This is an optimization exercise on Yosys and OpenROAD, whose aim is small area and a short achievable clock period, not a production implementation. The RTL was checked by simulation tests, not by an equivalence proof against the original design. Power and IR drop assume default switching activity.

==> flow/design.v (excerpt) <==
module fc_head #(
    parameter DATA_WIDTH = 16,
    parameter NUM_INPUTS = 1024,
    parameter NUM_OUTPUTS = 4
)(
    input clk,
    input rst,
    input [DATA_WIDTH-1:0] myinput,
    input [DATA_WIDTH*NUM_OUTPUTS-1:0] myweights,
    input myinputValid,
    output [DATA_WIDTH*NUM_OUTPUTS-1:0] softmax_out,
    output softmax_valid,
    output [7:0] led_control,
    output [DATA_WIDTH*NUM_OUTPUTS-1:0] logits
);
clock: 8.0 ns
lec_check: 0
abc_area: 1
cap_margin: 20
core_margin: 2
core_utilization: 40
cts_cluster_diameter: 80
cts_cluster_size: 30
gpl_routability_driven: 0
setup_slack_margin: 4.85
slew_margin: 20
standard.sh (not shown) runs the stock make flow with config.mk's settings and CLKGATE_MAP_FILE= SYNTH_SCRIPT=/design/flow/synth_recipe.tcl, a recipe that flattens the netlist after the stock synthesis.
==> flow/flow/run.sh <==
#!/bin/bash
export SYNTH_ARGS="-noabc"
bash standard.sh > standard.log 2>&1
Then changed:
==> flow/run.sh (new file) <==
#!/bin/bash
# synth_recipe.tcl (not shown) runs the flow's synth.tcl, then flattens the netlist and writes it again
# the make line also repeats each setting of config.mk as NAME=value (left out here)
make -C /OpenROAD-flow-scripts/flow DESIGN_CONFIG=/design/flow/config.mk WORK_HOME=/design/flow/orfs CLKGATE_MAP_FILE= SYNTH_SCRIPT=/design/flow/synth_recipe.tcl finish
--- a/flow/config.mk
+++ b/flow/config.mk
@@ -8 +8 @@
-export ABC_AREA = 1
+export ABC_CLOCK_PERIOD_IN_PS = 1500
@@ -14,2 +14 @@
-export GPL_ROUTABILITY_DRIVEN = 0
-export SETUP_SLACK_MARGIN = 4.85
+export SETUP_SLACK_MARGIN = 4.55
removed: flow/flow/run.sh
removed: flow/standard.sh
Design area rises by 0.91%.
Sequential share of layout area drops by 0.28 points.
Routed wire length grows by 0.36%.
Clock-buffer cell count goes down by 1.
Critical path depth rose by 8.
Via count falls by 3.2%.
Setup slack degrades by 0.37 ns.
Core utilization fell by 0.24 points.
Then changed:
==> flow/flow/run.sh (new file) <==
#!/bin/bash
export SYNTH_ARGS="-noabc"
bash standard.sh > standard.log 2>&1
==> flow/standard.sh (new file) <==
#!/bin/bash
# synth_recipe.tcl (not shown) runs the flow's synth.tcl, then flattens the netlist and writes it again
# the make line also repeats each setting of config.mk as NAME=value (left out here)
make -C /OpenROAD-flow-scripts/flow DESIGN_CONFIG=/design/flow/config.mk WORK_HOME=/design/flow/orfs CLKGATE_MAP_FILE= SYNTH_SCRIPT=/design/flow/synth_recipe.tcl "${@:-finish}"
--- a/flow/config.mk
+++ b/flow/config.mk
@@ -8 +8 @@
-export ABC_CLOCK_PERIOD_IN_PS = 1500
+export ABC_AREA = 1
@@ -14 +14 @@
-export SETUP_SLACK_MARGIN = 4.55
+export SETUP_SLACK_MARGIN = 4.75
removed: flow/run.sh
- The new run completed with no timing, DRC or antenna violations
- clock skew is lower by 0.0063 ns
- wire length fell by a few percent
- total power falls by a little under a tenth
- critical path depth falls by 9
- fmax is higher by roughly a tenth
- synthesized cell count grows by a few percent
- cell area drops by a few percent

== run 1 ==
Starting RTL as in the previous note.
clock: 8.0 ns
lec_check: 0
abc_area: 1
cap_margin: 20
core_margin: 2
core_utilization: 40
cts_cluster_diameter: 80
cts_cluster_size: 30
place_density: 0.75
setup_slack_margin: 4.85
slew_margin: 20
==> flow/flow/run.sh <==
#!/bin/bash
export SYNTH_ARGS="-noabc"
bash standard.sh > standard.log 2>&1
Edits applied to the flow inputs when going from run 1 to run 2:
# run 1
export LEC_CHECK = 0
export ABC_AREA = 1
export CAP_MARGIN = 20
export CORE_MARGIN = 2
export CORE_UTILIZATION = 40
export CTS_CLUSTER_DIAMETER = 80
export CTS_CLUSTER_SIZE = 30
export PLACE_DENSITY = 0.75
export SETUP_SLACK_MARGIN = 4.85
export SLEW_MARGIN = 20
create_clock -name core_clock -period 8.0 [get_ports {clk}]
# run 2
export LEC_CHECK = 0
export ABC_AREA = 1
export CAP_MARGIN = 5
export CORE_MARGIN = 2
export CORE_UTILIZATION = 40
export CTS_CLUSTER_DIAMETER = 80
export CTS_CLUSTER_SIZE = 30
export SETUP_SLACK_MARGIN = 4.85
export SLEW_MARGIN = 5
create_clock -name core_clock -period 8.0 [get_ports {clk}]
==> flow/flow/run.sh <==
#!/bin/bash
export SYNTH_ARGS="-noabc"
export BUFFER_PORTS_ARGS="-buffer_cell sky130_fd_sc_hd__buf_1"
bash standard.sh > standard.log 2>&1
Notes after the runs:
- On power: between run 1 and run 2, it ends up lower for run 1.
- Going from run 1 to run 2, detailed placement HPWL has decreased, post-route fraction of the period consumed by the critical path has remained practically unchanged, met2 routing resource usage after global routing has decreased.
- NOTE DRC marker count from the first detailed-route iteration run 1->run 2 decreased by more than 10%
- Taking run 1 as the reference point, the area added between synthesis and finish of run 2 falls by 1.4 points.
--- input diff run 2..run 3 ---
# run 2
export LEC_CHECK = 0
export ABC_AREA = 1
export CAP_MARGIN = 5
export CORE_MARGIN = 2
export CORE_UTILIZATION = 40
export CTS_CLUSTER_DIAMETER = 80
export CTS_CLUSTER_SIZE = 30
export SETUP_SLACK_MARGIN = 4.85
export SLEW_MARGIN = 5
create_clock -name core_clock -period 8.0 [get_ports {clk}]
# run 3
export LEC_CHECK = 0
export ABC_CLOCK_PERIOD_IN_PS = 1500
export CAP_MARGIN = 20
export CORE_MARGIN = 2
export CORE_UTILIZATION = 40
export CTS_CLUSTER_DIAMETER = 80
export CTS_CLUSTER_SIZE = 30
export SETUP_SLACK_MARGIN = 4.7
export SLEW_MARGIN = 20
create_clock -name core_clock -period 8.0 [get_ports {clk}]
==> flow/run.sh (new file) <==
#!/bin/bash
# synth_recipe.tcl (not shown) runs the flow's synth.tcl, then flattens the netlist and writes it again
# the make line also repeats each setting of config.mk as NAME=value (left out here)
make -C /OpenROAD-flow-scripts/flow DESIGN_CONFIG=/design/flow/config.mk WORK_HOME=/design/flow/orfs CLKGATE_MAP_FILE= SYNTH_SCRIPT=/design/flow/synth_recipe.tcl finish
removed: flow/flow/run.sh
removed: flow/standard.sh
Findings:
Run 3 went all the way through synthesis, placement and routing and the layout is clean on timing, DRC and antenna.
Run 3 ended up with output_layer[0].neuron_output.acc[16] as its timing endpoint of the critical path; run 2 ended up with logits[62].
After detailed routing, run 2 needs less wire than run 3.
The logic depth of the worst register-to-register path of run 3 is higher than that of run 2.
Run 2 → run 3: number of buffers added for setup after CTS grew by 84%; share of synthesized cell area in full adder, half adder and majority cells grew by 0.35 points.
Setup changes, run 3 to run 4
# run 3
export LEC_CHECK = 0
export ABC_CLOCK_PERIOD_IN_PS = 1500
export CAP_MARGIN = 20
export CORE_MARGIN = 2
export CORE_UTILIZATION = 40
export CTS_CLUSTER_DIAMETER = 80
export CTS_CLUSTER_SIZE = 30
export SETUP_SLACK_MARGIN = 4.7
export SLEW_MARGIN = 20
create_clock -name core_clock -period 8.0 [get_ports {clk}]
# run 4
export LEC_CHECK = 0
export ABC_AREA = 1
export CAP_MARGIN = 20
export CORE_MARGIN = 2
export CORE_UTILIZATION = 40
export CTS_CLUSTER_DIAMETER = 80
export CTS_CLUSTER_SIZE = 30
export SETUP_SLACK_MARGIN = 4.85
export SLEW_MARGIN = 20
export TNS_END_PERCENT = 20
create_clock -name core_clock -period 8.0 [get_ports {clk}]
==> flow/flow/run.sh (new file) <==
#!/bin/bash
export SYNTH_ARGS="-noabc"
bash standard.sh > standard.log 2>&1
==> flow/standard.sh (new file) <==
#!/bin/bash
# synth_recipe.tcl (not shown) runs the flow's synth.tcl, then flattens the netlist and writes it again
# the make line also repeats each setting of config.mk as NAME=value (left out here)
make -C /OpenROAD-flow-scripts/flow DESIGN_CONFIG=/design/flow/config.mk WORK_HOME=/design/flow/orfs CLKGATE_MAP_FILE= SYNTH_SCRIPT=/design/flow/synth_recipe.tcl "${@:-finish}"
removed: flow/run.sh
[summary]
- Going from run 3 to run 4, die height fell about 0.66%, total power fell 4.0 mW, count of clock-buffer cells in the layout rose about 8%, die area fell about 1.3%, number of buffers outside the clock class in the layout fell about 30%.
- Run 4 vs. run 3: global-route usage went down by 0.76 points.
- Run 4 gives more post-layout worst setup margin than run 3 did.
- | actual transition at the worst max-transition pin | lower: run 4 |
- A capture point of the critical path of output_layer[0].neuron_output.acc[16] is what run 3 shows, while output_layer[0].neuron_output.pc[16] belongs to run 4.
- Run 4 vs. run 3: area fraction of clock buffers and clock inverters closely matched the old numbers, width of the die lower.

## separate check: timing with driven ports
In the flow no input, the clock included, has a driving cell. The finished layouts below were timed again as built, in two steps. Step 1, drivers: a clkbuf_16 drives clk and a buf_2 each remaining input, both assumed. Step 2 moves the port delays by t, midway between the first and last clock arrival at a register: inputs arrive t later, outputs are due t later. That takes back most of the time a late clock gives input paths. Slacks: ideal / step 1 / step 2; pairs: ideal / step 1.
run	t, ns	setup slack, ns	latest minus earliest clock arrival (ns)
the first run of note 1	0.718	4.804 / 4.804 / 4.528	0.041 / 0.041
the second run of note 1	0.728	4.431 / 4.431 / 4.431	0.055 / 0.055
the third run of note 1	0.728	4.790 / 4.738 / 4.217	0.036 / 0.037
run 1	0.725	4.815 / 4.815 / 4.484	0.038 / 0.038
run 2	0.736	4.813 / 4.739 / 4.781	0.068 / 0.068
run 3	0.748	4.417 / 4.417 / 4.417	0.084 / 0.085
run 4	0.726	4.703 / 4.649 / 4.425	0.066 / 0.067
After both steps every run listed still meets setup and hold. The setup slack of the third run of note 1, which loses most, moves by -0.052 ns with the drivers and by -0.573 ns with both steps.
